This is an optimization exercise on Yosys and OpenROAD, whose aim is small area, a short achievable clock period and few clock cycles per item, not a production implementation. The RTL was checked by simulation tests, not by an equivalence proof against the original design. Power and IR drop assume default switching activity.

<file path="flow/config.mk">
export PLATFORM = sky130hd
export DESIGN_NAME = miniRISCVpipe
export DESIGN_NICKNAME = miniRISCVpipe
export VERILOG_FILES = /design/flow/design.v
export SDC_FILE = /design/flow/constraint.sdc
export NUM_CORES = 4
export LEC_CHECK = 0
export CAP_MARGIN = 20
export CORE_MARGIN = 2
export CORE_UTILIZATION = 40
export SLEW_MARGIN = 20
</file>
<file path="flow/constraint.sdc">
create_clock -name core_clock -period 10.0 [get_ports {clk}]
set_input_delay 2.0000 -clock core_clock [delete_from_list [all_inputs] [get_ports {clk}]]
set_output_delay 2.0000 -clock core_clock [all_outputs]
set_load 0.01 [all_outputs]
</file>
<file path="flow/design.v">
`timescale 1ns / 1ps
module Flopr
#(parameter WIDTH = 8)
(	
	input 			  clk,reset,
	input [WIDTH-1:0] d,
	output reg [WIDTH-1:0] q
);
always@(posedge clk or posedge reset)
begin
	if (reset)
		q <= 0;
	else
		q <= d;
end	
endmodule
`timescale 1ns / 1ps
module Floprc 
#(parameter WIDTH = 8)
(
	input                  clk, reset, clear,
	input      [WIDTH-1:0] d, 
	output reg [WIDTH-1:0] q
);
always @(posedge clk, posedge reset)
    if (reset)      q <= 0;
    else if (clear) q <= 0;
    else            q <= d;
endmodule
`timescale 1ns / 1ps
module Flopenr
#(parameter WIDTH = 8)
(	
	input 			  clk,reset,en,
	input 	   [WIDTH-1:0] d,
	output reg [WIDTH-1:0] q
);
always@(posedge clk or posedge reset)
begin
	if (reset)
		q <= 0;
	else if(en)
		q <= d;
end	
endmodule
`timescale 1ns / 1ps
module Flopenrc 
#(parameter WIDTH = 8)
(
	input                  clk, reset,
	input                  en, clear,
	input      [WIDTH-1:0] d, 
	output reg [WIDTH-1:0] q
);
always @(posedge clk, posedge reset)
    if      (reset) q <= 0;
    else if (clear) q <= 0;
    else if (en)    q <= d;
endmodule
`timescale 1ns / 1ps
module Mux2
#(parameter WIDTH = 8)
(
	input [WIDTH-1:0] d0,d1,
	input 			  sel,
	output[WIDTH-1:0] out
);
assign out = sel ? d1 : d0;
endmodule
`timescale 1ns / 1ps
module Mux3
#(parameter WIDTH = 8)
(
	input [WIDTH-1:0] d0,d1,d2,
	input [1:0]		  sel,
	output[WIDTH-1:0] out
);
assign out = sel[1] ? d2 : (sel[0] ? d1 : d0);
endmodule
`timescale 1ns / 1ps
module Adder(
	input [31:0] a,b,
	output[31:0] out
);
assign out = a + b;
endmodule
`timescale 1ns / 1ps
module ALU(
	input [31:0] A,B,
	input [2:0]  ALUControl,
	output		 Zero,
	output reg [31:0] Result
);
wire [31:0] temp1,Sum;
wire		V,slt;  
assign temp1 = ALUControl[0] ? ~B:B;
assign Sum   = A + temp1 + ALUControl[0];
assign V	 = ((~ALUControl[1]) & (A[31]^Sum[31]) & (~ALUControl[0]^A[31]^B[31]));
assign slt	 = V^Sum[31];
always@(*)
  case(ALUControl)
	3'b000: Result = Sum;  
	3'b001: Result = Sum;  
	3'b010: Result = A&B;  
	3'b011: Result = A|B;  
	3'b101: Result = {31'b0,slt};  
	default:Result = Sum;
  endcase
assign Zero = (Result == 32'b0)? 1'b1:1'b0;
endmodule
`timescale 1ns / 1ps
module Extend(
	input [31:7] instr,
	input [2:0]  immsrc,
	output reg [31:0] immext
);
always@(*)
	case(immsrc)		
		3'b000: immext = {{20{instr[31]}},instr[31:20]}; 
		3'b001: immext = {{20{instr[31]}},instr[31:25],instr[11:7]}; 
		3'b010: immext = {{20{instr[31]}},instr[7],instr[30:25],instr[11:8],1'b0}; 
		3'b011: immext = {{12{instr[31]}},instr[19:12],instr[20],instr[30:21],1'b0}; 
		3'b100: immext = {instr[31:12],12'd0};  
		default: immext = 32'd0;  
	endcase
endmodule
`timescale 1ns / 1ps
module Regfile(
	input 		 clk,reset,
	input 		 we3,
	input [4:0]  ra1,ra2,wa3,
	input [31:0] wd3,
	output[31:0] rd1,rd2
);
reg [31:0] rf[31:0];
integer i;
always@(posedge clk)
begin
	if (reset) begin
        for (i = 0; i < 32; i = i + 1) begin
            rf[i] <= 32'b0;
        end
	end
	else if(we3)
		rf[wa3] <= wd3;
end
assign rd1 = (ra1 == 0) ? 32'b0 : (we3 && (wa3 == ra1)) ? wd3 : rf[ra1];
assign rd2 = (ra2 == 0) ? 32'b0 : (we3 && (wa3 == ra2)) ? wd3 : rf[ra2];
endmodule
`timescale 1ns / 1ps
module Maindec(
	input [6:0] op,
	output[1:0] ResultSrc,
	output		MemWrite,
	output		Branch,ALUSrc,
	output		RegWrite,Jump,
	output[2:0] ImmSrc,
	output[1:0] ALUop
);
reg [11:0] controls;
always@(*)
	case(op)
	  7'b0000000: controls = 12'b0_000_0_0_00_0_00_0;
	  7'b0000011: controls = 12'b1_000_1_0_01_0_00_0; 
	  7'b0100011: controls = 12'b0_001_1_1_00_0_00_0; 
	  7'b0110011: controls = 12'b1_000_0_0_00_0_10_0; 
	  7'b1100011: controls = 12'b0_010_0_0_00_1_01_0; 
	  7'b0010011: controls = 12'b1_000_1_0_00_0_10_0; 
	  7'b1101111: controls = 12'b1_011_0_0_10_0_00_1; 
	  7'b0110111: controls = 12'b1_100_1_0_00_0_00_0; 
	  default:    controls = 12'b0_000_0_0_00_0_00_0; 
    endcase
assign {RegWrite,ImmSrc,ALUSrc,MemWrite,
		ResultSrc,Branch,ALUop,Jump} = controls;	
endmodule
`timescale 1ns / 1ps
module ALUdec(
	input 		opb5,
	input [2:0] funct3,
	input 		funct7b5,
	input [1:0] ALUOp,
	output reg [2:0] ALUControl
);
wire RtypeSub;
assign RtypeSub = funct7b5 & opb5;  
always@(*)
begin
	case(ALUOp)
	  2'b00:			  ALUControl = 3'b000;  
	  2'b01:			  ALUControl = 3'b001;  
	  default:case(funct3) 
				3'b000: if(RtypeSub)
						  ALUControl = 3'b001;  
						else
						  ALUControl = 3'b000;  
				3'b010:   ALUControl = 3'b101;  
				3'b110:   ALUControl = 3'b011;  
				3'b111:   ALUControl = 3'b010;  
				default:  ALUControl = 3'b000;  
			endcase
	endcase
end
endmodule
`timescale 1ns / 1ps
module Hazard
(
	input  	   [4:0] Rs1D, Rs2D, Rs1E, Rs2E, RdM, RdW, RdE, 
	input  	         RegwriteM, RegwriteW,PCSrcE,
	input  	   [1:0] ResultSrcE,
	output reg [1:0] forwardAE, forwardBE,
	output       	 stallF, stallD, flushD, flushE
);
  wire lwstallD;
  always @(*)
    begin
      forwardAE = 2'b00; forwardBE = 2'b00;
      if (Rs1E != 0)
        if ((Rs1E == RdM) & RegwriteM) 
			forwardAE = 2'b10;
        else if ((Rs1E == RdW) & RegwriteW) 
			forwardAE = 2'b01;
		else
			forwardAE = 2'b00;
      if (Rs2E != 0)
        if ((Rs2E == RdM) & RegwriteM) 
			forwardBE = 2'b10;
        else if ((Rs2E == RdW) & RegwriteW) 
			forwardBE = 2'b01;
		else
			forwardBE = 2'b00;
    end
  assign lwstallD = ResultSrcE[0] & ((Rs1D == RdE) | (Rs2D == RdE));
  assign stallD = lwstallD;
  assign stallF = lwstallD;  
  assign flushD = PCSrcE;
  assign flushE = lwstallD | PCSrcE;  
endmodule
`timescale 1ns / 1ps
module IFU(
input 		 clk,reset,
input 		 PCSrcE,
input  [31:0] PCtargetE,
input stallF,
output [31:0] PCF,
output [31:0] PCplus4F
);
wire [31:0] PCnextF;
Mux2 #(32) PCmux(
	.d0(PCplus4F),
	.d1(PCtargetE),
	.sel(PCSrcE),
	.out(PCnextF)
);
Flopenr #(32) PCreg(
	.clk(clk),
	.reset(reset),
	.en(~stallF),
	.d(PCnextF),
	.q(PCF)
);
Adder PCadd4(
	.a(PCF),
	.b(32'd4),
	.out(PCplus4F)
);
endmodule
`timescale 1ns / 1ps
module IDU(
input 		 clk,reset,
input [31:0] PCplus4F,PCF,InstrF,
input 		 flushD,stallD,
input [2:0]  ImmSrcD,
input        RegWriteW,
input [31:0] ResultW,
input [4:0]  RdW,
output [31:0] InstrD,PCplus4D,ImmExtD,
output [31:0] PCD,RD1D,RD2D
);
Flopenr #(32) r1D(
	.clk(clk), 
	.reset(reset), 
	.en(~stallD), 
	.d(PCplus4F), 
	.q(PCplus4D)
);
Flopenrc #(32) r2D(
	.clk(clk), 
	.reset(reset), 
	.en(~stallD), 
	.clear(flushD), 
	.d(InstrF),
	.q(InstrD)
);
Flopenrc #(32) r3D(
	.clk(clk), 
	.reset(reset), 
	.en(~stallD), 
	.clear(flushD), 
	.d(PCF),
	.q(PCD)
);
Regfile rf(
	.clk(clk),
	.reset(reset),
	.we3(RegWriteW),
    .ra1((InstrD[6:0] == 7'b0110111) ? 5'd0 : InstrD[19:15]),  
	.ra2(InstrD[24:20]),
	.wa3(RdW),
    .wd3(ResultW),
    .rd1(RD1D),
    .rd2(RD2D)
);
Extend ext(
	.instr(InstrD[31:7]),
	.immsrc(ImmSrcD),
    .immext(ImmExtD)
);
endmodule
`timescale 1ns / 1ps
module EXU(
input 		 clk,reset,
input [4:0]  Rs1D,Rs2D,RdD,
input [31:0] RD1D,RD2D,
input [31:0] PCD,PCplus4D,ImmExtD,
input		 flushE,ALUSrcE,
input [1:0]  forwardAE, forwardBE,
input [2:0]  ALUControlE,
input [31:0] ResultW,ALUResultM,
output 		  ZeroE,
output [4:0] RdE,Rs1E,Rs2E,
output [31:0]PCplus4E,
output [31:0]PCtargetE,ALUResultE,WriteDataE
);
wire [31:0] ImmExtE;
wire [31:0] RD1E,RD2E;
wire [31:0] PCE;
wire [31:0] SrcAE,SrcBE;
Floprc #(32) r1E(
	.clk(clk), 
	.reset(reset),  
	.clear(flushE), 
	.d(RD1D),
	.q(RD1E)
);
Floprc #(32) r2E(
	.clk(clk), 
	.reset(reset),  
	.clear(flushE), 
	.d(RD2D),
	.q(RD2E)
);
Floprc #(32) r3E(
	.clk(clk), 
	.reset(reset),  
	.clear(flushE), 
	.d(PCD),
	.q(PCE)
);
Floprc #(5) r4E(
	.clk(clk), 
	.reset(reset),  
	.clear(flushE), 
	.d(Rs1D),
	.q(Rs1E)
);
Floprc #(5) r5E(
	.clk(clk), 
	.reset(reset),  
	.clear(flushE), 
	.d(Rs2D),
	.q(Rs2E)
);
Floprc #(5) r6E(
	.clk(clk), 
	.reset(reset),  
	.clear(flushE), 
	.d(RdD),
	.q(RdE)
);
Floprc #(32) r7E(
	.clk(clk), 
	.reset(reset),  
	.clear(flushE), 
	.d(ImmExtD),
	.q(ImmExtE)
);
Floprc #(32) r8E(
	.clk(clk), 
	.reset(reset),  
	.clear(flushE), 
	.d(PCplus4D),
	.q(PCplus4E)
);
Mux3 #(32) SrcAmux(
	.d0(RD1E),
	.d1(ResultW),
	.d2(ALUResultM),
    .sel(forwardAE),
    .out(SrcAE)
);
Mux3 #(32) SrcBmux(
	.d0(RD2E),
	.d1(ResultW),
	.d2(ALUResultM),
    .sel(forwardBE),
    .out(WriteDataE)
);
Adder PCaddBranch(
	.a(PCE),
	.b(ImmExtE),
	.out(PCtargetE)
);
Mux2 #(32) Srcmux(
	.d0(WriteDataE),
	.d1(ImmExtE),
	.sel(ALUSrcE),
	.out(SrcBE)
);
ALU alu(
	.A(SrcAE),
	.B(SrcBE),
    .ALUControl(ALUControlE),
    .Zero(ZeroE),
    .Result(ALUResultE)
);
endmodule
`timescale 1ns / 1ps
module MEMS(
input 		 clk,reset,
input [31:0] ALUResultE,WriteDataE,PCplus4E,
input [4:0] RdE,
output [31:0] ALUResultM,WriteDataM,PCplus4M,
output [4:0] RdM
);
Flopr #(32) r1M(
	.clk(clk), 
	.reset(reset), 
	.d(ALUResultE), 
	.q(ALUResultM)
);
Flopr #(32) r2M(
	.clk(clk), 
	.reset(reset), 
	.d(WriteDataE), 
	.q(WriteDataM)
);
Flopr #(5) r3M(
	.clk(clk), 
	.reset(reset), 
	.d(RdE), 
	.q(RdM)
);
Flopr #(32) r4M(
	.clk(clk), 
	.reset(reset), 
	.d(PCplus4E), 
	.q(PCplus4M)
);
endmodule
`timescale 1ns / 1ps
module WBU(
input 		 clk,reset,
input [4:0]  RdM,
input [31:0] ALUResultM,
input [31:0] ReadDataM,PCplus4M,
input [1:0]  ResultSrcW,
output [4:0] RdW,
output [31:0] ResultW
);
wire [31:0] ALUResultW,ReadDataW,PCplus4W;	
Flopr #(32) r1W(
	.clk(clk), 
	.reset(reset), 
	.d(ALUResultM), 
	.q(ALUResultW)
);
Flopr #(32) r2W(
	.clk(clk), 
	.reset(reset), 
	.d(ReadDataM), 
	.q(ReadDataW)
);
Flopr #(5) r3W(
	.clk(clk), 
	.reset(reset), 
	.d(RdM), 
	.q(RdW)
);
Flopr #(32) r4W(
	.clk(clk), 
	.reset(reset), 
	.d(PCplus4M), 
	.q(PCplus4W)
);
Mux3 #(32) resultmux(
	.d0(ALUResultW),
	.d1(ReadDataW),
	.d2(PCplus4W),
    .sel(ResultSrcW),
    .out(ResultW)
);	
endmodule
`timescale 1ns / 1ps
module Datapath(
	input 		 clk,reset,
	input [1:0]  ResultSrcW,
	input 		 PCSrcE,ALUSrcE,
	input 		 RegWriteM,RegWriteW,
	input [2:0]  ImmSrcD,
	input [2:0]  ALUControlE,
	input [31:0] InstrF,
	input [31:0] ReadDataM,
	input [1:0]  ResultSrcE,
	output 		  ZeroE,
	output [31:0] InstrD,
	output		  flushE,
	output [31:0] PCF,
	output [31:0] ALUResultM,WriteDataM
);
wire [1:0]  forwardAE, forwardBE;
wire 		stallD,stallF;
wire [4:0]  Rs1D, Rs2D, Rs1E, Rs2E, RdM, RdW, RdE,RdD;
wire 		flushD;
wire [31:0] PCplus4F,PCplus4D,PCplus4E,PCplus4M,PCplus4W;
wire [31:0] PCD,PCE;
wire [31:0] PCtargetE;
wire [31:0] RD1D,RD2D,RD1E,RD2E;
wire [31:0] ImmExtD,ImmExtE;
wire [31:0] SrcAE,SrcBE;
wire [31:0] ALUResultE,ALUResultW,WriteDataE,ReadDataW;
wire [31:0] ResultW;
IFU u_IFU(
	.clk(clk),
	.reset(reset),
	.PCSrcE(PCSrcE),
	.PCtargetE(PCtargetE),
	.stallF(stallF),
	.PCF(PCF),
	.PCplus4F(PCplus4F)
);
IDU u_IDU(
	.clk(clk),
	.reset(reset),
	.PCF(PCF),
	.PCplus4F(PCplus4F),
	.InstrF(InstrF),
	.flushD(flushD),
	.ImmSrcD(ImmSrcD),
	.RdW(RdW),
	.stallD(stallD),
	.RegWriteW(RegWriteW),
	.ResultW(ResultW),
	.InstrD(InstrD),
	.PCplus4D(PCplus4D),
	.ImmExtD(ImmExtD),
	.PCD(PCD),
	.RD1D(RD1D),
	.RD2D(RD2D)
);
assign Rs1D = (InstrD[6:0] == 7'b0110111) ? 5'd0 : InstrD[19:15];  
assign Rs2D = InstrD[24:20];
assign RdD = InstrD[11:7];
EXU u_EXU(
	.clk(clk),
	.reset(reset),
	.Rs1D(Rs1D),
	.Rs2D(Rs2D),
	.RdD(RdD),
	.RD1D(RD1D),
	.RD2D(RD2D),
	.PCD(PCD),
	.PCplus4D(PCplus4D),
	.ImmExtD(ImmExtD),
	.flushE(flushE),
	.ALUSrcE(ALUSrcE),
	.forwardAE(forwardAE),
	.forwardBE(forwardBE),
	.ALUControlE(ALUControlE),
	.ResultW(ResultW),
	.ALUResultM(ALUResultM),
	.ZeroE(ZeroE),
	.RdE(RdE),
	.Rs1E(Rs1E),
	.Rs2E(Rs2E),
	.PCplus4E(PCplus4E),
	.PCtargetE(PCtargetE),
	.WriteDataE(WriteDataE),
	.ALUResultE(ALUResultE)
);
MEMS u_MEMS(
	.clk(clk),
	.reset(reset),
	.ALUResultE(ALUResultE),
	.WriteDataE(WriteDataE),
	.PCplus4E(PCplus4E),
	.RdE(RdE),
	.ALUResultM(ALUResultM),
	.WriteDataM(WriteDataM),
	.PCplus4M(PCplus4M),
	.RdM(RdM)
);
WBU u_WBU(
	.clk(clk),
	.reset(reset),
	.RdM(RdM),
	.ALUResultM(ALUResultM),
	.ReadDataM(ReadDataM),
	.PCplus4M(PCplus4M),
	.ResultSrcW(ResultSrcW),
	.RdW(RdW),
	.ResultW(ResultW)
);
Hazard H(
	.Rs1D(Rs1D), 
	.Rs2D(Rs2D), 
	.Rs1E(Rs1E), 
	.Rs2E(Rs2E), 
	.RdM(RdM), 
	.RdW(RdW), 
	.RdE(RdE),
	.RegwriteM(RegWriteM), 
	.RegwriteW(RegWriteW),
	.ResultSrcE(ResultSrcE),
	.PCSrcE(PCSrcE),
	.forwardAE(forwardAE), 
	.forwardBE(forwardBE),
	.stallF(stallF), 
	.stallD(stallD), 
	.flushD(flushD), 
	.flushE(flushE)	
);
endmodule
`timescale 1ns / 1ps
module Controller(
	input		clk,reset,
	input [6:0] opD,
	input [2:0] funct3D,
	input  		funct7b5D,
	input  		ZeroE,
	input		flushE,
	output[1:0] ResultSrcE,ResultSrcW,
	output 		MemWriteM,
	output 		PCSrcE,ALUSrcE,
	output 		RegWriteM,RegWriteW,JumpE,
	output[2:0] ImmSrcD,
	output[2:0] ALUControlE
);
  wire [1:0] ALUopD;
  wire		 MemWriteD,BranchD,ALUSrcD,RegWriteD,JumpD;
  wire 		 BranchE;
  wire 		 RegWriteE,MemWriteE;
  wire [1:0] ResultSrcD,ResultSrcM;
  wire [2:0] ALUControlD;
Maindec u_decode(
  	.op(opD),
    .ResultSrc(ResultSrcD),
    .MemWrite(MemWriteD),
    .Branch(BranchD),
  	.ALUSrc(ALUSrcD),
    .RegWrite(RegWriteD),
  	.Jump(JumpD),
    .ImmSrc(ImmSrcD),
    .ALUop(ALUopD)
  );
  ALUdec u_ALUdecode(
  	.opb5(opD[5]),
    .funct3(funct3D),
    .funct7b5(funct7b5D),
    .ALUOp(ALUopD),
    .ALUControl(ALUControlD)
  );
  assign PCSrcE = (BranchE & ZeroE )|JumpE;
Floprc #(10) regE(
	.clk(clk), 
	.reset(reset), 
	.clear(flushE),
	.d({RegWriteD,ResultSrcD,MemWriteD,JumpD,BranchD,ALUControlD,ALUSrcD}), 
	.q({RegWriteE,ResultSrcE,MemWriteE,JumpE,BranchE,ALUControlE,ALUSrcE})
);
Flopr #(4) regM(
	.clk(clk), 
	.reset(reset), 
	.d({RegWriteE,ResultSrcE,MemWriteE}), 
	.q({RegWriteM,ResultSrcM,MemWriteM})
);
Flopr #(3) regW(
	.clk(clk), 
	.reset(reset), 
	.d({RegWriteM,ResultSrcM}), 
	.q({RegWriteW,ResultSrcW})
);
endmodule
`timescale 1ns / 1ps
module miniRISCVpipe(
	input 		 clk,reset,
	input [31:0] InstrF,
	input [31:0] ReadDataM,
	output[31:0] PCF,
	output		 MemWriteM,
	output[31:0] ALUResultM,WriteDataM
);
wire 	   ALUSrcE,RegWriteW,JumpE,ZeroE,PCSrcE;
wire   	   flushE,RegWriteM;
wire [1:0] ResultSrcE,ResultSrcW;
wire [2:0] ALUControlE,ImmSrcD;
wire [31:0]InstrD;
Controller u_control(
	.clk(clk),
	.reset(reset),
	.opD(InstrD[6:0]),
    .funct3D(InstrD[14:12]),
    .funct7b5D(InstrD[30]),
    .ZeroE(ZeroE),
	.flushE(flushE),
    .ResultSrcE(ResultSrcE),
	.ResultSrcW(ResultSrcW),
    .MemWriteM(MemWriteM),
    .PCSrcE(PCSrcE),
	.ALUSrcE(ALUSrcE),
	.RegWriteM(RegWriteM),
    .RegWriteW(RegWriteW),
	.JumpE(JumpE),
    .ImmSrcD(ImmSrcD),
    .ALUControlE(ALUControlE)
);
Datapath u_dp(
	.clk(clk),
	.reset(reset),
    .ResultSrcW(ResultSrcW),
    .PCSrcE(PCSrcE),
	.ALUSrcE(ALUSrcE),
	.RegWriteM(RegWriteM),
    .RegWriteW(RegWriteW),
    .ImmSrcD(ImmSrcD),
    .ALUControlE(ALUControlE),
    .InstrF(InstrF),
    .ReadDataM(ReadDataM),
	.ResultSrcE(ResultSrcE),
	.ZeroE(ZeroE),
	.InstrD(InstrD),
	.flushE(flushE),
	.PCF(PCF),
	.ALUResultM(ALUResultM),
	.WriteDataM(WriteDataM)
);	
endmodule
</file>
<file path="flow/run.sh">
#!/bin/bash
# synth_recipe.tcl (not shown) runs the flow's synth.tcl, then flattens the netlist and writes it again
# the make line also repeats each setting of config.mk as NAME=value (left out here)
make -C /OpenROAD-flow-scripts/flow DESIGN_CONFIG=/design/flow/config.mk WORK_HOME=/design/flow/orfs CLKGATE_MAP_FILE= SYNTH_SCRIPT=/design/flow/synth_recipe.tcl finish
</file>
==> results of run 1 <==
-- synthesized netlist by cell type, drive strengths merged (87+ instances only) --
| library cell | number |
|---|---|
| nor2 | 1211 |
| edfxtp | 1024 |
| nand2 | 651 |
| clkbuf | 531 |
| dfrtp | 521 |
| mux4 | 378 |
| a211oi | 358 |
| a21oi | 356 |
| mux2i | 134 |
| o21ai | 129 |
| and2 | 112 |
| and3 | 104 |
| xnor2 | 97 |
| a311oi | 96 |
| buf | 96 |
| mux2 | 87 |
-- placed cells by master (no fill, tap or decap), types with 39 or more instances in the layout --
cell type	netlist	layout
a211oi_1	358	347
a21oi_1	355	325
a311oi_1	96	96
and2_1	112	109
and3_1	104	102
buf_4	3	153
clkbuf_1	531	40
clkbuf_16	0	175
clkdlybuf4s50_1	0	162
dfrtp_1	521	512
edfxtp_1	1024	1024
ha_1	62	62
inv_1	62	61
mux2_2	87	87
mux2i_1	134	134
mux4_2	378	378
nand2_1	651	613
nand3_1	48	48
nor2_1	1209	1207
nor2b_1	62	61
nor3_1	77	77
o21ai_0	127	127
o221ai_1	39	39
xnor2_1	97	97
-- per-layer routing --
metal | routed length (um) | GRT usage (%) | share of wire (%) | vias up
met3 | 36500 | 8.26 | 12 | 684
met5 | 38 | 0 | 0.013 | -
met2 | 134000 | 44.7 | 44 | 3837
li1 | - | - | - | 24400
met4 | 20600 | 18.0 | 6.8 | 6
met1 | 113000 | 39.4 | 37 | 30000
-- worst min-delay path by stage --
stage	endpoint	start	slack, ns
global route	u_dp.u_WBU.r4W.q[21]	u_dp.u_MEMS.r4M.q[21]	0.35
detailed placement	u_dp.u_WBU.r4W.q[13]	u_dp.u_MEMS.r4M.q[13]	0.33
finish	u_dp.u_WBU.r4W.q[30]	u_dp.u_MEMS.r4M.q[30]	0.34
CTS	u_dp.u_MEMS.r4M.q[25]	u_dp.u_EXU.r8E.q[25]	0.34
global placement	u_dp.u_WBU.r4W.q[22]	u_dp.u_MEMS.r4M.q[22]	0.33
floorplan	u_control.regM.q[0]	u_control.regE.q[6]	0.33
-- logic make-up after synthesis --
family | count (synthesis)
buffers and inverters | 691
AOI/OAI and AO/OA | 1218
DFF | 1545
adders and majority gates | 79
and+or+nand+nor | 2416
xor gates and xnor gates | 133
muxes | 599
-- registers in the layout, indices dropped and copies added, names as in the netlist, 9 cells and up --
name                cells
u_dp.u_MEMS.r4M.q      32
u_dp.u_IFU.PCreg.q     32
u_control.regE.q        9
u_dp.u_EXU.r7E.q       32
u_dp.u_WBU.r1W.q       32
u_dp.u_EXU.r3E.q       32
u_dp.u_MEMS.r1M.q      32
u_dp.u_MEMS.r2M.q      32
u_dp.u_WBU.r4W.q       32
u_dp.u_EXU.r2E.q       32
u_dp.u_IDU.r1D.q       32
u_dp.u_EXU.r1E.q       32
u_dp.u_EXU.r8E.q       32
u_dp.u_IDU.rf.rf     1024
u_dp.u_IDU.r3D.q       32
u_dp.u_IDU.r2D.q       32
u_dp.u_WBU.r2W.q       32
-- cell type report --
type / count / area (um2) / area share [%]
multi-input combinational: 4445 / 32300 / 36.6
sequential: 1545 / 43800 / 49.6
timing repair buffer: 334 / 3140 / 3.56
clock inverter: 89 / 868 / 0.984
tap: 2542 / 3180 / 3.60
antenna: 9 / 22.5 / 0.0255
inverter: 64 / 248 / 0.281
clock buffer: 225 / 4660 / 5.28
-- power groups by stage --
stage / Clock [mW] / Combinational (mW) / Sequential [mW]
after floorplan: 0 / 2.28 / 7.81
after global placement: 0 / 3.99 / 8.13
after detailed placement: 0 / 4.03 / 8.13
after CTS: 6.38 / 4.05 / 8.01
after global routing: 6.63 / 4.33 / 8.07
final: 6.33 / 4.16 / 8.03
-- through the flow --
step | cell area [um2] | setup slack [ns] | hold slack (ns) | util, % | instances
2_1_floorplan | 78200 | 0.906 | 0.331 | - | 6681
3_3_place_gp | 82600 | 1.95 | 0.333 | 42.4 | 8926
3_5_place_dp | 82600 | 1.92 | 0.335 | 42.5 | 8928
4_1_cts | 88200 | 1.86 | 0.342 | 45.3 | 9242
5_1_grt | 88300 | 1.28 | 0.354 | 45.4 | 9252
6_report | 88300 | 1.71 | 0.344 | 45.4 | 9253
==> impl_metrics.csv, run 1 <==
group,metric,value,unit
run_status,status,"complete, no violations",
cts,root_buffer,"clkbuf_16",
setup_path,crit_path_end_kind,"flop",
pwr,combinationalPowerShare,22.5,%
finish,nFillCells,17700,
sta,hold_viol_final,0,
routing,wl_per_cell,32.8,um
setup_path,critPathRequiredTime,10.67,ns
cts,clock-sinks,1545,
setup_path,cp_slowest_cell,"dfrtp_2",
yosys,synth_compound_area_share,10.7,%
floorplanning,core,0.195,mm2
sta,worst_pin_slew,1.40,ns
global_routing,grt_use_total,30.1,%
setup_path,worstPathMaxFanout,83,
routing,wl,304,mm
sta,max_slew_margin,6.41,%
setup_path,crit_path_start_kind,"flop",
cts,path_clk_slew,0.06,ns
yosys,synth_fp_nets,6811,
sta,clock_skew,0.0547,ns
sta,drv_slew,0,
finish,finalNetCount,6690,
routing,vias,58900,
yosys,synthSimpleGateAreaFrac,13.3,%
routing,drt_iter0_drc,8741,
cts,postCtsSetupRepairBufs,0,
cts,ctsHoldBuffers,0,
setup_path,reg2reg_depth,21,
floorplanning,dieArea,0.199,mm2
pwr,p_sw_share,33.7,%
yosys,synth_fa_ha_area_share,1.24,%
placed_design,io_buffers,162,
cts,cts_resized,0,
sta,min_period_over_period,82.9,%
setup_path,path_cells,"mux2i_1 -> o21a_2 -> a22o_1 -> o21ai_0 -> mux2i_1 -> fa_1 -> nor2b_1 -> o31ai_1 -> a21oi_1 -> a21oi_1 -> a31oi_1 -> nand4b_1 -> nand4b_1 -> nand2_1 -> a221oi_1 -> nor4_2 -> and3_1 -> nand4_1 -> buf_12 -> o2111ai_4 -> a211oi_1",
pwr,internal_power,12.3,mW
routing,dr.pass1.iters,6,
cts,cts_buffers,170,
sta,period_needed,8.29,ns
pwr,p_clk_share,34.2,%
yosys,synth_edf_count,1024,
sta,fmax,121,MHz
yosys,synth_mux_area_share,13.9,%
setup_path,r2r_start,"u_control.regW.q[0]",
setup_path,r2r_slack,1.71,ns
placed_design,place_congestion,1.00,
cts,cts_tree,"built",
global_routing,grt_pass1_vias,56200,
floorplanning,dieHeight,446,um
floorplanning,rows,162,
yosys,synth_xor_area_share,1.49,%
cts,cts_buffer_depth,3,
cts,htree_levels,4,
setup_path,startpoint,"u_control.regW.q[0]",
yosys,synthCells,6681,
setup_path,path_delay_family,"compound AO/OA/AOI/OAI gates",
global_routing,grt_pass1_wl,427,mm
routing,drtAntennaViolNets,0,
floorplanning,ios,163,
yosys,yosys.cell_types.count,92,
setup_path,r2r_end,"u_dp.u_EXU.r1E.q[3]",
sta,tns,0,ns
floorplanning,die_x,446,um
pwr,power_frac_seq,43.4,%
sta,setup_viol,0,
routing,drc,0,
min_path,hold_depth,0,
pwr,p_switching,6.25,mW
finish,final_layout_size_suffix_gt1_share,15.6,%
global_routing,antenna_found_initial,12,
yosys,synthFlopType,"edfxtp_1",
setup_path,cp_slowest_stage_delay,1.06,ns
yosys,synth_top_cell_area_share,39.3,%
pwr,p_per_area,210,mW/mm2
cts,clkLatencyLatePin,0.85,ns
yosys,yosysTopAreaCell,"edfxtp_1",
setup_path,critical_path_depth,21,
setup_path,crit_end,"u_dp.u_EXU.r1E.q[3]",
yosys,async_flop_share,33.7,%
setup_path,arrival,8.96,ns
yosys,ys_ff_latch,1545,
yosys,synthesis.area,0.0782,mm2
yosys,avgSynthCellArea,11.7,um2
global_routing,globalRouteOverflowTotal,0,
yosys,yosysSeqAreaShare,56.0,%
placed_design,hpwl,191,mm
pwr,total_power,18.5,mW
sta,rsz0062_at_grt,"false",
yosys,synth.area.top_cells,"edfxtp_1 39%, dfrtp_1 17%, mux4_2 11%",
min_path,hold_class,"reg -> reg",
finish,area_delta_synth_final,12.9,%
yosys,yosys_warnings,15,
routing,vias_per_cell,6.37,
yosys,synth_top_family_by_area,"multiplexers",
floorplanning,initial_core_util,40.2,%
setup_path,critPathKind,"reg -> reg",
pwr,p_leak,33.1,nW
setup_path,cp_num_buf_inv,1,
job,max_cap_violations,0,
global_routing,grt_start_max_net_pins,171,
pwr,vdd_drop_max,0.181,mV
Testbench counts, summed over its fixed seeds: cycles 34,966, instret 23,956.
==> run 2: changes to the inputs <==
==> flow/design.v (replaced) <==
`timescale 1ns / 1ps
module miniRISCVpipe(
	input 		 clk,reset,
	input [31:0] InstrF,
	input [31:0] ReadDataM,
	output[31:0] PCF,
	output		 MemWriteM,
	output[31:0] ALUResultM,WriteDataM
);
reg [31:0] pc;
reg [31:0] aluM, wdM;
reg        memwM, regwM, loadM;
reg [4:0]  rdM;
reg [31:0] rf [1:31];
assign PCF        = pc;
assign ALUResultM = aluM;
assign WriteDataM = wdM;
assign MemWriteM  = memwM;
wire [31:0] I  = InstrF;
wire [6:0]  op = I[6:0];
wire [2:0]  f3 = I[14:12];
wire [4:0]  rs1 = I[19:15];
wire [4:0]  rs2 = I[24:20];
wire [4:0]  rd  = I[11:7];
wire isR   = (op == 7'b0110011);
wire isI   = (op == 7'b0010011);
wire isLW  = (op == 7'b0000011);
wire isSW  = (op == 7'b0100011);
wire isBEQ = (op == 7'b1100011);
wire isJAL = (op == 7'b1101111);
wire isLUI = (op == 7'b0110111);
wire isOp   = isR | isI;
wire opLog  = isOp & f3[2];                  
wire opSlt  = isOp & ~f3[2] & f3[1];         
wire opSub  = opSlt | (isR & ~f3[2] & ~f3[1] & I[30]);
wire selSum = ~(opLog | opSlt | isLUI | isJAL);
wire [31:0] immI = {{20{I[31]}}, I[31:20]};
wire [31:0] immS = {{20{I[31]}}, I[31:25], I[11:7]};
wire [31:0] immB = {{20{I[31]}}, I[7], I[30:25], I[11:8], 1'b0};
wire [31:0] immJ = {{12{I[31]}}, I[19:12], I[20], I[30:21], 1'b0};
wire [31:0] immU = {I[31:12], 12'd0};
wire [31:0] resM = loadM ? ReadDataM : aluM;
reg [31:0] rd1, rd2;
integer k;
always @(*) begin
	rd1 = 32'd0;
	rd2 = 32'd0;
	for (k = 1; k < 32; k = k + 1) begin
		rd1 = rd1 | ({32{rs1 == k}} & rf[k]);
		rd2 = rd2 | ({32{rs2 == k}} & rf[k]);
	end
end
wire fwdA = regwM & (rdM == rs1);
wire fwdB = regwM & (rdM == rs2);
wire [31:0] A   = fwdA ? resM : rd1;
wire [31:0] R2  = fwdB ? resM : rd2;
wire [31:0] B    = isR ? R2 : (isSW ? immS : immI);
wire [31:0] sum  = A + (opSub ? ~B : B) + {31'd0, opSub};
wire        slt  = (A[31] ^ B[31]) ? A[31] : sum[31];
wire [31:0] pc4  = pc + 32'd4;
wire [31:0] logv = f3[0] ? (A & B) : (A | B);
wire [31:0] res = ({32{selSum}} & sum)
                | ({32{opLog}}  & logv)
                | ({32{opSlt}}  & {31'd0, slt})
                | ({32{isLUI}}  & immU)
                | ({32{isJAL}}  & pc4);
wire [31:0] target = pc + (op[2] ? immJ : immB);
wire        taken  = isJAL | (isBEQ & (A == R2));
wire [31:0] pcnext = taken ? target : pc4;
wire regw = (isOp | isLW | isJAL | isLUI) & (rd != 5'd0);
always @(posedge clk or posedge reset) begin
	if (reset) begin
		pc    <= 32'd0;
		memwM <= 1'b0;
		regwM <= 1'b0;
	end else begin
		pc    <= pcnext;
		memwM <= isSW;
		regwM <= regw;
	end
end
always @(posedge clk) begin
	aluM  <= res;
	wdM   <= R2;
	rdM   <= rd;
	loadM <= isLW;
end
genvar g;
generate
	for (g = 1; g < 32; g = g + 1) begin : regs
		always @(posedge clk) begin
			if (reset)
				rf[g] <= 32'd0;
			else if (regwM && rdM == g)
				rf[g] <= resM;
		end
	end
endgenerate
endmodule
==> run 2 against run 1 <==
Compared with the run above: flip-flop and latch count decreased by 450; clock-buffer cell count decreased by 54; setup slack got worse by 0.28 ns; synthesized cell count shrank 3.7%; hold slack improved by 0.17 ns; highest routed layer unchanged; area after synthesis fell by 30%; clock power shrank 26%; still clean on timing, DRC and antenna; sequential share of layout area decreased by 14 points; non-clock buffer count is 76 higher; largest power group is now clock; cell count is 12% lower; largest cell class is now multi-input gates; first-iteration DRC count grew 31%; combinational power down 65%.
==> impl_metrics.csv, run 2 <==
group,metric,value,unit
finish,final_layout_size_suffix_gt1_share,9.89,%
setup_path,crit_path_end_kind,"flop",
finish,top_register,"rf",
floorplanning,initial_core_util,40.2,%
yosys,ys_ff_latch,1095,
floorplanning,core,0.135,mm2
yosys,yosys-top-cells-count,"1,185 x nor2_1, 1,062 x dfxtp_1, 998 x a211oi_1",
sta,clock_skew,0.0387,ns
routing,dr.pass1.iters,14,
cts,ctsHoldBuffers,0,
routing,vias,58000,
pwr,p_leak,20.2,nW
yosys,synth_fp_nets,6568,
global_routing,grt_pass1_wl,419,mm
pwr,vdd_drop_max,0.134,mV
routing,drc,0,
finish,area_delta_synth_final,15.4,%
finish,top_regs,"rf (992), aluM (32), wdM (32)",
yosys,async_flop_share,3.01,%
run_status,status,"complete, no violations",
setup_path,cp_slowest_cell,"clkdlybuf4s50_1",
routing,wl,304,mm
yosys,synthFlopType,"dfxtp_1",
cts,path_clk_slew,0.07,ns
global_routing,grt_start_max_net_pins,214,
sta,min_period_over_period,85.7,%
placed_design,placedCellCount,7950,
finish,fin_util,46.4,%
pwr,internal_power,7.64,mW
sta,setup_viol,0,
setup_path,path_delay_family,"compound AO/OA/AOI/OAI gates",
sta,fmax,117,MHz
yosys,avgSynthCellArea,8.45,um2
pwr,combinationalPowerShare,13.4,%
yosys,synthesis.area,0.0544,mm2
global_routing,grt_use_total,41.8,%
finish,finalNetCount,6424,
sta,hold_viol_final,0,
yosys,yosys.cell_types.count,93,
pwr,p_clk_share,43.9,%
finish,largest_reg_flops,992,
cts,clkLatencyLatePin,0.78,ns
yosys,yosysTopAreaCell,"dfxtp_1",
yosys,synth_most_common_cell,"nor2_1",
sta,period_needed,8.57,ns
setup_path,critPathKind,"in -> reg",
yosys,yosys_warnings,2,
min_path,hold_class,"reg -> reg",
cts,cts_resized,0,
global_routing,antenna_found_initial,25,
routing,wl_per_cell,37.1,um
floorplanning,dieHeight,373,um
setup_path,critPathRequiredTime,10.68,ns
cts,cts_buffer_depth,3,
cts,cts_buffers,118,
cts,htree_levels,3,
setup_path,reg2reg_depth,18,
setup_path,arrival,9.25,ns
setup_path,cp_num_buf_inv,5,
cts,root_buffer,"clkbuf_16",
pwr,power_frac_seq,42.7,%
placed_design,place_congestion,1.03,
pwr,p_sw_share,28.6,%
placed_design,hpwl,193,mm
global_routing,grt_pass1_vias,52400,
pwr,p_per_area,171,mW/mm2
floorplanning,dieArea,0.139,mm2
setup_path,cp_slowest_stage_delay,0.88,ns
cts,postCtsSetupRepairBufs,0,
finish,final_cells,8185,
sta,worst_pin_slew,1.26,ns
yosys,synth_edf_count,0,
yosys,synth_top_cell_area_share,39.1,%
routing,drtAntennaViolNets,0,
placed_design,io_buffers,161,
sta,rsz0062_at_grt,"false",
yosys,synthCells,6437,
yosys,yosysSeqAreaShare,40.6,%
floorplanning,die_x,373,um
finish,final_cell_mix,"1,097 x nor2_1, 1,061 x dfxtp_1, 998 x a211oi_1",
min_path,hold_depth,2,
sta,max_slew_margin,15.5,%
finish,layout_commonest_cell,"nor2_1",
sta,drv_slew,0,
setup_path,worstPathMaxFanout,31,
cts,clock-sinks,1095,
setup_path,critical_path_depth,28,
floorplanning,ios,163,
global_routing,globalRouteOverflowTotal,0,
yosys,synth.area.top_cells,"dfxtp_1 39%, a211oi_1 14%, a22oi_1 11%",
setup_path,crit_path_start_kind,"primary input",
floorplanning,rows,135,
routing,vias_per_cell,7.09,
sta,tns,0,ns
job,max_cap_violations,0,
pwr,p_switching,3.06,mW
cts,cts_tree,"built",
routing,drt_iter0_drc,11500,
==> run 2: changes by cell type in the layout (fill, tap and decap cells not counted), moves of 99 or more <==
cell	previous run	this run
a22oi_1	16	761
dfrtp_1	512	33
nand2_1	613	255
mux4_2	378	0
and2_1	109	10
dfxtp_1	0	1061
edfxtp_1	1024	0
nor2_1	1207	1097
a21oi_1	325	112
a211oi_1	347	998
==> run 2: cell families after synthesis <==
family          synth area share [%]
fa+ha+maj                       2.06
compound gates                  31.0
mux                             2.42
other cells                  0.00690
simple gates                    16.0
buf+inv                         5.47
xor+xnor                        2.42
flops                           40.6
==> run 2: metal layers <==
layer  track usage (%)  part of all wire [%]  vias to the layer above  routed length [um]
met4              25.1                   7.5                       20               22700
li1                  -                     -                    24000                   -
met5             0.140                 0.043                        -                 132
met2              59.9                    40                     5175              122000
met1              53.9                    38                    27400              116000
met3              14.3                    14                     1445               43300
==> run 2: power groups by stage <==
stage	clock network, mW	logic (mW)	registers (mW)
2_1_floorplan	0	0.807	4.65
3_3_place_gp	0	1.37	4.67
3_5_place_dp	0	1.38	4.67
4_1_cts	4.69	1.39	4.57
5_1_grt	4.87	1.50	4.58
6_report	4.69	1.44	4.57
==> run 2: layout make-up <==
cell class,instances,area (um2)
antenna,12,30.0
tap,1781,2230
multi-input combinational,4606,30400
clock buffer,171,3460
timing repair buffer,410,3650
clock inverter,48,611
inverter,62,233
fill,13200,72400
sequential,1095,22100
==> run 2: worst min-delay path, stage by stage, from the launching register on <==
cell and delay [ns]:
dfxtp_1 0.32, nor2_1 0.10, a211oi_1 0.05
==> run 2: metrics by stage <==
step / hold WS (ns) / cell area (um2) / total power, mW / setup slack, ns
floorplan: 0.481 / 54400 / 5.46 / 3.21
global placement: 0.498 / 58500 / 6.03 / 0.997
detailed placement: 0.505 / 58500 / 6.05 / 0.985
CTS: 0.514 / 62600 / 10.7 / 1.79
global route: 0.534 / 62700 / 11.0 / 1.11
finish: 0.516 / 62700 / 10.7 / 1.43
==> run 2: worst paths after layout <==
path | end | start | slack [ns]
worst max-delay path | aluM[28] | InstrF[20] | 1.43
worst min-delay path | rf[8][22] | rf[8][22] | 0.52
worst max register to register | aluM[29] | rdM[4] | 3.76
worst min register to register | rf[8][22] | rf[8][22] | 0.52
max in group asynchronous | pc[1] | reset | 6.61
min in group asynchronous | pc[28] | reset | 3.02
Testbench counts of run 2, summed over its fixed seeds: cycles 23,964, instret 23,956.
==> run 3: changes to the inputs <==
==> flow/design.v (replaced) <==
`timescale 1ns / 1ps
module miniRISCVpipe(
	input 		 clk,reset,
	input [31:0] InstrF,
	input [31:0] ReadDataM,
	output[31:0] PCF,
	output		 MemWriteM,
	output[31:0] ALUResultM,WriteDataM
);
reg [31:0] pc;
reg [31:0] aE, bE, sE;         
reg        regwE, memwE, loadE, beqE;
reg        subE, sltE, logE, andE;
reg        fAE, fBE, fSE;       
reg [4:0]  rdE;
reg [31:0] aluM, wdM;
reg        memwM, regwM, loadM;
reg [4:0]  rdM;
reg [31:0] rf [1:31];
assign PCF        = pc;
assign ALUResultM = aluM;
assign WriteDataM = wdM;
assign MemWriteM  = memwM;
wire [31:0] I  = InstrF;
wire [6:0]  op = I[6:0];
wire [2:0]  f3 = I[14:12];
wire [4:0]  rs1 = I[19:15];
wire [4:0]  rs2 = I[24:20];
wire [4:0]  rd  = I[11:7];
wire isR   = (op == 7'b0110011);
wire isI   = (op == 7'b0010011);
wire isLW  = (op == 7'b0000011);
wire isSW  = (op == 7'b0100011);
wire isBEQ = (op == 7'b1100011);
wire isJAL = (op == 7'b1101111);
wire isLUI = (op == 7'b0110111);
wire isOp  = isR | isI;
wire opLog = isOp & f3[2];                   
wire opSlt = isOp & ~f3[2] & f3[1];          
wire opSub = opSlt | (isR & ~f3[2] & ~f3[1] & I[30]);
wire useA  = isOp | isLW | isSW | isBEQ;
wire useS  = isR | isSW | isBEQ;
wire [31:0] immI = {{20{I[31]}}, I[31:20]};
wire [31:0] immS = {{20{I[31]}}, I[31:25], I[11:7]};
wire [31:0] immB = {{20{I[31]}}, I[7], I[30:25], I[11:8], 1'b0};
wire [31:0] immJ = {{12{I[31]}}, I[19:12], I[20], I[30:21], 1'b0};
wire [31:0] immU = {I[31:12], 12'd0};
wire [31:0] resM = loadM ? ReadDataM : aluM;
reg [31:0] rd1, rd2;
integer k;
always @(*) begin
	rd1 = 32'd0;
	rd2 = 32'd0;
	for (k = 1; k < 32; k = k + 1) begin
		rd1 = rd1 | ({32{rs1 == k}} & rf[k]);
		rd2 = rd2 | ({32{rs2 == k}} & rf[k]);
	end
end
wire [31:0] r1 = (regwM & (rdM == rs1)) ? resM : rd1;
wire [31:0] r2 = (regwM & (rdM == rs2)) ? resM : rd2;
wire [31:0] pc4    = pc + 32'd4;
wire [31:0] target = pc + (op[2] ? immJ : immB);
wire hitA  = regwE & (rdE == rs1) & useA;
wire hitS  = regwE & (rdE == rs2) & useS;
wire stall = loadE & (hitA | hitS);
wire [31:0] A = fAE ? aluM : aE;
wire [31:0] B = fBE ? aluM : bE;
wire [31:0] S = fSE ? aluM : sE;
wire [31:0] sum  = A + (subE ? ~B : B) + {31'd0, subE};
wire        slt  = (A[31] ^ B[31]) ? A[31] : sum[31];
wire [31:0] logv = andE ? (A & B) : (A | B);
wire [31:0] res  = logE ? logv : sltE ? {31'd0, slt} : sum;
wire taken = beqE & (A == S);      
wire kill = taken | stall;         
always @(posedge clk or posedge reset) begin
	if (reset) begin
		pc    <= 32'd0;
		regwE <= 1'b0;
		memwE <= 1'b0;
		loadE <= 1'b0;
		beqE  <= 1'b0;
		memwM <= 1'b0;
		regwM <= 1'b0;
	end else begin
		pc    <= taken ? bE : stall ? pc : isJAL ? target : pc4;
		regwE <= ~kill & (isOp | isLW | isJAL | isLUI) & (rd != 5'd0);
		memwE <= ~kill & isSW;
		loadE <= ~kill & isLW;
		beqE  <= ~kill & isBEQ;
		memwM <= memwE;
		regwM <= regwE;
	end
end
always @(posedge clk) begin
	aE   <= isJAL ? pc4 : isLUI ? 32'd0 : r1;
	bE   <= isR ? r2 : isSW ? immS : isLUI ? immU : isJAL ? 32'd0 : isBEQ ? target : immI;
	sE   <= r2;
	subE <= opSub;
	sltE <= opSlt;
	logE <= opLog;
	andE <= f3[0];
	fAE  <= hitA;
	fBE  <= hitS & isR;
	fSE  <= hitS;
	rdE  <= rd;
	aluM  <= res;
	wdM   <= S;
	rdM   <= rdE;
	loadM <= loadE;
end
genvar g;
generate
	for (g = 1; g < 32; g = g + 1) begin : regs
		always @(posedge clk) begin
			if (reset | (regwM && rdM == g))
				rf[g] <= reset ? 32'd0 : resM;
		end
	end
endgenerate
endmodule
==> run 3 against run 2 <==
Compared with the run above: via count decreased by 11%; highest routed layer unchanged; first-iteration DRC count increased by 11%; synthesized cell count decreased by 25%; critical path type unchanged; clock skew about the same; clock power increased by 8.5%; largest power group is now registers; combinational power increased by 140%; flip-flop and latch count increased by 113; clock-buffer cell count decreased by 13; hold slack got worse by 0.16 ns; wire length decreased by 2.0%; critical endpoint is now bE[13]; cell area increased by 5.2%; die area increased by 4.7%.
==> impl_metrics.csv, run 3 <==
group,metric,value,unit
global_routing,grt_pass1_vias,47700,
finish,register_area,0.0343,mm2
pwr,p_sw_share,33.3,%
routing,vias_per_cell,7.37,
run_status,status,"complete, no violations",
sta,max_slew_margin,11.7,%
routing,drc,0,
sta,finalWorstSetupSlack,3.49,ns
cts,ctsHoldBuffers,0,
routing,wl,298,mm
sta,holdWs,0.358,ns
yosys,synth_fp_nets,4951,
sta,hold_viol_final,0,
yosys,synth_xor_area_share,2.48,%
yosys,synth_most_common_cell,"edfxtp_1",
placed_design,io_buffers,162,
setup_path,arrival,7.22,ns
cts,clkLatencyLatePin,0.83,ns
finish,area_delta_synth_final,15.9,%
sta,fmax,154,MHz
yosys,synth_top_cell_area_share,52.3,%
sta,tns,0,ns
pwr,p_per_area,245,mW/mm2
floorplanning,initial_core_util,40.3,%
floorplanning,core,0.141,mm2
yosys,synth_mux_area_share,2.69,%
cts,path_clk_slew,0.06,ns
finish,largest_reg_flops,992,
floorplanning,die_x,381,um
yosys,synth_compound_area_share,19.6,%
global_routing,grt_start_max_net_pins,61,
yosys,synthesis.area,0.0570,mm2
pwr,p_leak,24.2,nW
yosys,avgSynthCellArea,11.8,um2
pwr,total_power,16.2,mW
yosys,yosys-top-cells-count,"992 x edfxtp_1, 838 x a22oi_1, 503 x nand2_1",
routing,drtAntennaViolNets,0,
pwr,internal_power,10.8,mW
cts,htree_levels,4,
finish,final_layout_size_suffix_gt1_share,11.2,%
yosys,synth.area.top_cells,"edfxtp_1 52%, a22oi_1 11%, dfxtp_1 6.3%",
pwr,p_switching,5.39,mW
yosys,yosysTopAreaCell,"edfxtp_1",
floorplanning,rows,138,
pwr,p_clk_share,31.4,%
job,max_cap_violations,0,
finish,final_area,0.0660,mm2
cts,cts_buffer_depth,3,
finish,multi_input_area,0.0215,mm2
sta,worst_pin_slew,1.31,ns
routing,drt_iter0_drc,12800,
yosys,synth_top_family_by_area,"compound AO/OA/AOI/OAI gates",
yosys,ys_ff_latch,1208,
finish,finalNetCount,5090,
yosys,yosysSeqAreaShare,60.2,%
cts,cts_buffers,132,
pwr,vdd_drop_max,0.228,mV
sta,period_needed,6.51,ns
placed_design,placedCellCount,6713,
setup_path,critPathRequiredTime,10.71,ns
cts,postCtsSetupRepairBufs,0,
yosys,synth_fa_ha_area_share,1.75,%
cts,cts_resized,0,
yosys,yosys.cell_types.count,94,
global_routing,grt_pass1_wl,395,mm
cts,clock-sinks,1208,
placed_design,place_congestion,1.02,
finish,top_register,"rf",
floorplanning,ios,163,
setup_path,worstPathMaxFanout,20,
global_routing,antenna_found_initial,13,
sta,setup_viol,0,
global_routing,grt_use_total,39.5,%
finish,final_cell_mix,"992 x edfxtp_1, 838 x a22oi_1, 494 x nand2_1",
finish,final_cells,6967,
pwr,combinationalPowerShare,21.0,%
placed_design,post-place-ws,3.15,ns
yosys,yosys_warnings,2,
cts,cts_tree,"built",
min_path,hold_class,"reg -> reg",
yosys,synthSimpleGateAreaFrac,10.2,%
cts,root_buffer,"clkbuf_16",
floorplanning,dieArea,0.145,mm2
yosys,synthCells,4820,
placed_design,dpl_cell_area,0.0615,mm2
sta,rsz0062_at_grt,"false",
setup_path,critPathKind,"in -> reg",
yosys,synth_edf_count,992,
finish,nFillCells,12400,
yosys,async_flop_share,3.15,%
routing,wl_per_cell,42.8,um
finish,fin_util,46.7,%
finish,layout_commonest_cell,"edfxtp_1",
setup_path,crit_path_end_kind,"flop",
pwr,power_frac_seq,47.6,%
floorplanning,dieHeight,381,um
setup_path,crit_path_start_kind,"primary input",
sta,min_period_over_period,65.1,%
global_routing,globalRouteOverflowTotal,0,
routing,vias,51400,
sta,drv_slew,0,
sta,clock_skew,0.0385,ns
yosys,synthFlopType,"edfxtp_1",
placed_design,hpwl,172,mm
routing,dr.pass1.iters,17,
run 3: cell count changes after synthesis, moves of 49 or more:
| cell | before | now |
|---|---|---|
| edfxtp_1 | 0 | 992 |
| a211oi_1 | 998 | 20 |
| nor2_1 | 1185 | 249 |
| dfxtp_1 | 1062 | 178 |
| clkbuf_1 | 525 | 253 |
| nand2_1 | 255 | 503 |
| o21ai_0 | 53 | 145 |
| a22oi_1 | 761 | 838 |
| a21oi_1 | 112 | 166 |
| buf_2 | 104 | 52 |
| nand3_1 | 139 | 90 |
run 3: final cells by class:
cell class                      count  area share [%]
Sequential cell                  1208            52.0
Clock inverter                     83            1.40
Multi-Input combinational cell   3180            32.6
Timing Repair Buffer              340            4.50
Tap cell                         1890            3.58
Clock buffer                      158            5.31
Antenna cell                       11          0.0417
Inverter                           97           0.555
run 3: logic make-up (layout without fill, tap and decap cells):
kind of cell / Yosys count / count (layout)
XOR/XNOR: 161 / 161
buffers and inverters: 432 / 678
flip-flops: 1208 / 1208
AO/OA/AOI/OAI: 1549 / 1549
other: 0 / 11
multiplexers: 148 / 148
adder cells (fa/ha/maj): 82 / 82
AND/OR/NAND/NOR: 1240 / 1240
run 3: worst max-delay path, stage by stage:
cell and delay (ns):
clkdlybuf4s50_1 1.10, nor3b_2 0.70, and2_2 0.66, buf_4 0.65, a22oi_1 0.14, nand4_1 0.13
nor3_1 0.06, a31oi_1 0.89, nor2_1 0.57, a21oi_1 0.26
run 3: metal layers:
metal	track usage, %	wire length [um]	up-vias	share of wire [%]
met3	18.1	51100	1832	17
met1	45.8	95000	24500	32
met2	56.4	120000	5675	40
met4	30.7	31300	22	11
li1	-	-	19300	-
met5	0.959	279	-	0.094
run 3: final timing paths:
kind | cells past startpoint | slack [ns] | start | to
max | 10 | 3.49 | InstrF[22] | bE[13]
min | 0 | 0.36 | memwE | memwM
max reg2reg | 13 | 4.76 | fAE | aluM[29]
min reg2reg | 0 | 0.36 | memwE | memwM
max in group asynchronous | 3 | 7.46 | reset | pc[25]
min in group asynchronous | 3 | 1.84 | reset | memwE
run 3: power by group through the flow:
stage / sequential [mW] / clock [mW] / combinational, mW
2_1_floorplan: 7.35 / 0 / 1.63
3_3_place_gp: 7.73 / 0 / 3.18
3_5_place_dp: 7.71 / 0 / 3.19
4_1_cts: 7.62 / 5.05 / 3.21
5_1_grt: 7.72 / 5.25 / 3.49
6_report: 7.69 / 5.09 / 3.40
Testbench counts of run 3, summed over its fixed seeds: cycles 27,749, instret 23,956.
==> run 4: changes to the inputs <==
--- a/flow/design.v
+++ b/flow/design.v
@@ -1,2 +1,33 @@
+`timescale 1ns / 1ps
+module Adder #(parameter W = 32, parameter L = 5)    
+(
+	input  [W-1:0] a, b,
+	input          cin,
+	output [W-1:0] s,
+	output         cout
+);
+wire [W-1:0] p0 = a ^ b;
+wire [W-1:0] g  [0:L];
+wire [W-1:0] p  [0:L];
+assign g[0] = (a & b) | {{(W-1){1'b0}}, p0[0] & cin};
+assign p[0] = p0;
+genvar k, i;
+generate
+	for (k = 0; k < L; k = k + 1) begin : lvl
+		for (i = 0; i < W; i = i + 1) begin : bit_
+			if (i >= (1 << k)) begin : comb
+				assign g[k+1][i] = g[k][i] | (p[k][i] & g[k][i - (1 << k)]);
+				assign p[k+1][i] = p[k][i] & p[k][i - (1 << k)];
+			end else begin : pass
+				assign g[k+1][i] = g[k][i];
+				assign p[k+1][i] = p[k][i];
+			end
+		end
+	end
+endgenerate
+wire [W:0] c = {g[L], cin};
+assign s    = p0 ^ c[W-1:0];
+assign cout = c[W];
+endmodule
 `timescale 1ns / 1ps
 module miniRISCVpipe(
@@ -59,6 +90,21 @@
 wire [31:0] r1 = (regwM & (rdM == rs1)) ? resM : rd1;
 wire [31:0] r2 = (regwM & (rdM == rs2)) ? resM : rd2;
-wire [31:0] pc4    = pc + 32'd4;
-wire [31:0] target = pc + (op[2] ? immJ : immB);
+wire [19:0] hi  = pc[31:12];
+wire [19:0] hiP = hi + 20'd1;
+wire [19:0] hiM = hi - 20'd1;
+wire [12:0] lo4 = {1'b0, pc[11:0]} + 13'd4;
+wire [31:0] pc4 = {lo4[12] ? hiP : hi, lo4[11:0]};
+wire [12:0] loB = {1'b0, pc[11:0]} + {1'b0, immB[11:0]};
+wire [19:0] hiB = (I[31] == loB[12]) ? hi : (loB[12] ? hiP : hiM);
+wire [31:0] tgtB = {hiB, loB[11:0]};
+wire [12:0] loJ  = {1'b0, pc[11:0]} + {1'b0, immJ[11:0]};
+wire [8:0]  midJ0 = {1'b0, hi[7:0]} + {1'b0, I[19:12]};
+wire [8:0]  midJ1 = {1'b0, hi[7:0]} + {1'b0, I[19:12]} + 9'd1;
+wire [8:0]  midJ  = loJ[12] ? midJ1 : midJ0;
+wire [11:0] top   = hi[19:8];
+wire [11:0] topP  = top + 12'd1;
+wire [11:0] topM  = top - 12'd1;
+wire [11:0] topJ  = (I[31] == midJ[8]) ? top : (midJ[8] ? topP : topM);
+wire [31:0] tgtJ  = {topJ, midJ[7:0], loJ[11:0]};
 wire hitA  = regwE & (rdE == rs1) & useA;
 wire hitS  = regwE & (rdE == rs2) & useS;
@@ -67,5 +113,6 @@
 wire [31:0] B = fBE ? aluM : bE;
 wire [31:0] S = fSE ? aluM : sE;
-wire [31:0] sum  = A + (subE ? ~B : B) + {31'd0, subE};
+wire [31:0] sum;
+Adder #(32, 5) alu_add(.a(A), .b(B ^ {32{subE}}), .cin(subE), .s(sum), .cout());
 wire        slt  = (A[31] ^ B[31]) ? A[31] : sum[31];
 wire [31:0] logv = andE ? (A & B) : (A | B);
@@ -83,5 +130,5 @@
 		regwM <= 1'b0;
 	end else begin
-		pc    <= taken ? bE : stall ? pc : isJAL ? target : pc4;
+		pc    <= taken ? bE : stall ? pc : isJAL ? tgtJ : pc4;
 		regwE <= ~kill & (isOp | isLW | isJAL | isLUI) & (rd != 5'd0);
 		memwE <= ~kill & isSW;
@@ -94,5 +141,5 @@
 always @(posedge clk) begin
 	aE   <= isJAL ? pc4 : isLUI ? 32'd0 : r1;
-	bE   <= isR ? r2 : isSW ? immS : isLUI ? immU : isJAL ? 32'd0 : isBEQ ? target : immI;
+	bE   <= isR ? r2 : isSW ? immS : isLUI ? immU : isJAL ? 32'd0 : isBEQ ? tgtB : immI;
 	sE   <= r2;
 	subE <= opSub;
--- a/flow/config.mk
+++ b/flow/config.mk
@@ -9,3 +9,4 @@
 export CORE_MARGIN = 2
 export CORE_UTILIZATION = 40
+export SETUP_SLACK_MARGIN = 5
 export SLEW_MARGIN = 20
==> run 4 against run 3 <==
Compared with the run above: still clean; register-to-register slack improved by 0.42 ns; clock-buffer cell count fell by 12; hold slack got worse by 0.0045 ns; flip-flop and latch count did not move; critical path depth rose by 11; sequential power barely moved; sequential share of layout area fell by 0.32 points; synthesized cell count fell by 8.2%; critical endpoint is now pc[31]; largest power group unchanged; highest routed layer unchanged.
==> impl_metrics.csv, run 4 <==
group,metric,value,unit
placed_design,io_buffers,162,
pwr,combinationalPowerShare,23.9,%
cts,clkLatencyLatePin,0.79,ns
yosys,yosys-top-cells-count,"992 x edfxtp_1, 408 x a221oi_1, 366 x a22o_1",
routing,drtAntennaViolNets,0,
yosys,synth.area.top_cells,"edfxtp_1 53%, a221oi_1 6.4%, dfxtp_1 6.4%",
routing,drt_iter0_drc,12200,
yosys,synth_most_common_cell,"edfxtp_1",
yosys,synthFlopType,"edfxtp_1",
yosys,yosysSeqAreaShare,61.2,%
yosys,yosys.cell_types.count,79,
routing,vias_per_cell,7.52,
cts,cts_buffer_depth,3,
sta,drv_slew,0,
yosys,synth_top_cell_area_share,53.1,%
yosys,synthCells,4424,
cts,clock-sinks,1208,
floorplanning,rows,137,
sta,rsz0062_at_grt,"true",
setup_path,crit_path_start_kind,"primary input",
finish,multi_input_area,0.0215,mm2
pwr,total_power,16.2,mW
global_routing,antenna_found_initial,21,
placed_design,hpwl,167,mm
placed_design,placedCellCount,6330,
floorplanning,dieArea,0.143,mm2
yosys,synth_fp_nets,4565,
sta,min_period_over_period,53.1,%
finish,final_area,0.0664,mm2
setup_path,critPathKind,"in -> reg",
global_routing,grt_pass1_wl,385,mm
sta,setup_viol,0,
sta,period_needed,5.31,ns
sta,fmax,188,MHz
sta,max_slew_margin,12.7,%
floorplanning,core,0.139,mm2
yosys,yosysTopAreaCell,"edfxtp_1",
placed_design,place_congestion,1.01,
pwr,p_switching,5.42,mW
sta,clock_skew,0.0499,ns
pwr,p_leak,23.0,nW
sta,holdWs,0.353,ns
yosys,synth_edf_count,992,
sta,worst_pin_slew,1.30,ns
pwr,vdd_drop_max,0.154,mV
yosys,yosys_warnings,3,
routing,vias,50000,
global_routing,gr-usage-met1,44.6,%
yosys,ys_ff_latch,1208,
global_routing,use_met3,19.2,%
global_routing,globalRouteOverflowTotal,0,
finish,largest_reg_flops,992,
floorplanning,dieHeight,378,um
floorplanning,initial_core_util,40.2,%
setup_path,worstPathMaxFanout,8,
floorplanning,ios,163,
cts,htree_levels,3,
pwr,p_clk_share,28.9,%
sta,hold_viol_final,0,
global_routing,grt_use_total,39.2,%
finish,final_cell_mix,"992 x edfxtp_1, 396 x a221oi_1, 366 x a22o_1",
run_status,status,"complete, no violations",
sta,tns,0,ns
pwr,internal_power,10.8,mW
floorplanning,die_x,378,um
finish,layout_commonest_cell,"edfxtp_1",
finish,register_area,0.0343,mm2
cts,cts_tree,"built",
routing,wl_per_cell,43.3,um
cts,cts_buffers,120,
finish,area_delta_synth_final,18.4,%
finish,final_cells,6657,
setup_path,critPathRequiredTime,10.67,ns
yosys,synthesis.area,0.0561,mm2
setup_path,crit_path_end_kind,"flop",
finish,top_register,"rf",
pwr,power_frac_seq,47.3,%
yosys,avgSynthCellArea,12.7,um2
global_routing,use_met2,55.4,%
routing,dr.pass1.iters,11,
job,max_cap_violations,0,
cts,path_clk_slew,0.06,ns
pwr,p_per_area,245,mW/mm2
min_path,hold_class,"reg -> reg",
routing,drc,0,
global_routing,grt_start_max_net_pins,58,
setup_path,arrival,5.98,ns
global_routing,top_usage_layer,"met2",
finish,nFillCells,12300,
yosys,async_flop_share,3.15,%
finish,final_layout_size_suffix_gt1_share,15.3,%
pwr,p_sw_share,33.4,%
routing,wl,288,mm
finish,finalNetCount,4801,
global_routing,grt_pass1_vias,46500,
cts,root_buffer,"clkbuf_16",
placed_design,dpl_cell_area,0.0611,mm2
run 4: kinds of logic (layout without fill, tap and decap cells):
logic type                 after synthesis  after routing  share of synthesized area (%)
AOI/OAI and AO/OA                     1514           1514                           21.0
DFF                                   1208           1208                           61.2
and+or+nand+nor                        870            870                           7.46
buffers and inverters                  415            757                           2.88
xor gates and xnor gates               197            197                           3.08
muxes                                  128            128                           2.35
adders and majority gates               92             92                           2.04
other                                    0             15                              0
run 4: cell type report:
cell class	count	area share [%]
Antenna cell	15	0.0565
Clock buffer	146	4.90
Clock inverter	82	1.19
Inverter	84	0.486
Multi-Input combinational cell	2801	32.4
Sequential cell	1208	51.7
Tap cell	1876	3.53
Timing Repair Buffer	445	5.78
run 4: metrics by stage:
step | util (%) | setup WS (ns)
after floorplan | - | 4.40
after global placement | 43.8 | 2.80
after detailed placement | 43.8 | 2.83
after CTS | 47.3 | 4.74
after global routing | 47.6 | 4.50
final | 47.6 | 4.69
run 4: path summary, 6_finish.rpt:
path	end	slack (ns)	cells after the start	startpoint
worst max-delay path	pc[31]	4.69	21	InstrF[26]
worst min-delay path	memwM	0.35	0	memwE
worst max register to register	beqE	5.18	10	fAE
worst min register to register	memwM	0.35	0	memwE
max in group asynchronous	pc[29]	6.95	4	reset
min in group asynchronous	regwM	2.52	4	reset
run 4: critical path: stages:
cell	delay, ns
clkdlybuf4s15_1	0.26
ha_4	0.32
nand4_1	0.18
nor2_2	0.23
a2111oi_4	0.11
and4b_1	0.31
nand4_1	0.13
buf_6	0.16
xnor2_4	0.22
clkinv_4	0.19
ha_4	0.27
a211oi_4	0.26
o21ai_2	0.09
nand2_1	0.09
o21ai_2	0.06
o21ai_1	0.18
nand2b_1	0.11
a21oi_2	0.16
xnor2_1	0.16
mux2_4	0.33
a31oi_1	0.15
run 4: layer usage:
metal  part of all wire, %  up-vias
met5                  0.16        -
met4                    11       30
met3                    17     1842
met2                    40     5568
met1                    32    24000
li1                      -    18600
run 4: repair_timing:
item                       4_1_cts  5_1_grt
setup endpoints to repair      105       41
buffers inserted                55       26
resized for setup              135       35
pin swaps                       40       28
hold buffers                     0        0
run 4: power groups by stage:
stage | Sequential (mW) | Combinational (mW) | Clock, mW
final | 7.67 | 3.87 | 4.69
after global routing | 7.72 | 4.03 | 4.86
after CTS | 7.60 | 3.60 | 4.67
after detailed placement | 7.69 | 3.42 | 0
after global placement | 7.69 | 3.41 | 0
after floorplan | 7.35 | 1.90 | 0
Testbench counts of run 4, summed over its fixed seeds: cycles 27,749, instret 23,956.

## afterwards: timing with drivers on the ports
Ports are ideal in the flow. The routed layouts listed here were re-timed in OpenROAD. Step 1, drivers: a clkbuf_16 drives clk and a buf_2 each remaining input, both assumed. Step 2 times the ports against the registers' clock, not the clock port: input delays grow and output delays shrink by t, the midpoint of the rising clock arrivals with the driver on. a / b / c = no drivers / after step 1 / after step 2; a / b = the first two.
| run | t, ns | setup slack, ns | worst setup path after step 2 | slew at the worst register clock pin (ns) | worst slew at a driven data input, ns |
|---|---|---|---|---|---|
| run 1 | 0.912 | 1.714 / 1.714 / 1.714 | register to register | 0.07 / 0.07 | 0.13 |
| run 2 | 0.839 | 1.434 / 1.476 / 0.638 | input to register | 0.07 / 0.07 | 0.13 |
| run 3 | 0.883 | 3.491 / 3.462 / 2.578 | input to register | 0.07 / 0.07 | 0.10 |
| run 4 | 0.847 | 4.690 / 4.740 / 3.893 | input to register | 0.07 / 0.07 | 0.07 |
After both steps every run listed still meets setup and hold. For run 3, which loses most, drivers alone change the setup slack by -0.029 ns; drivers and shift together by -0.913 ns.
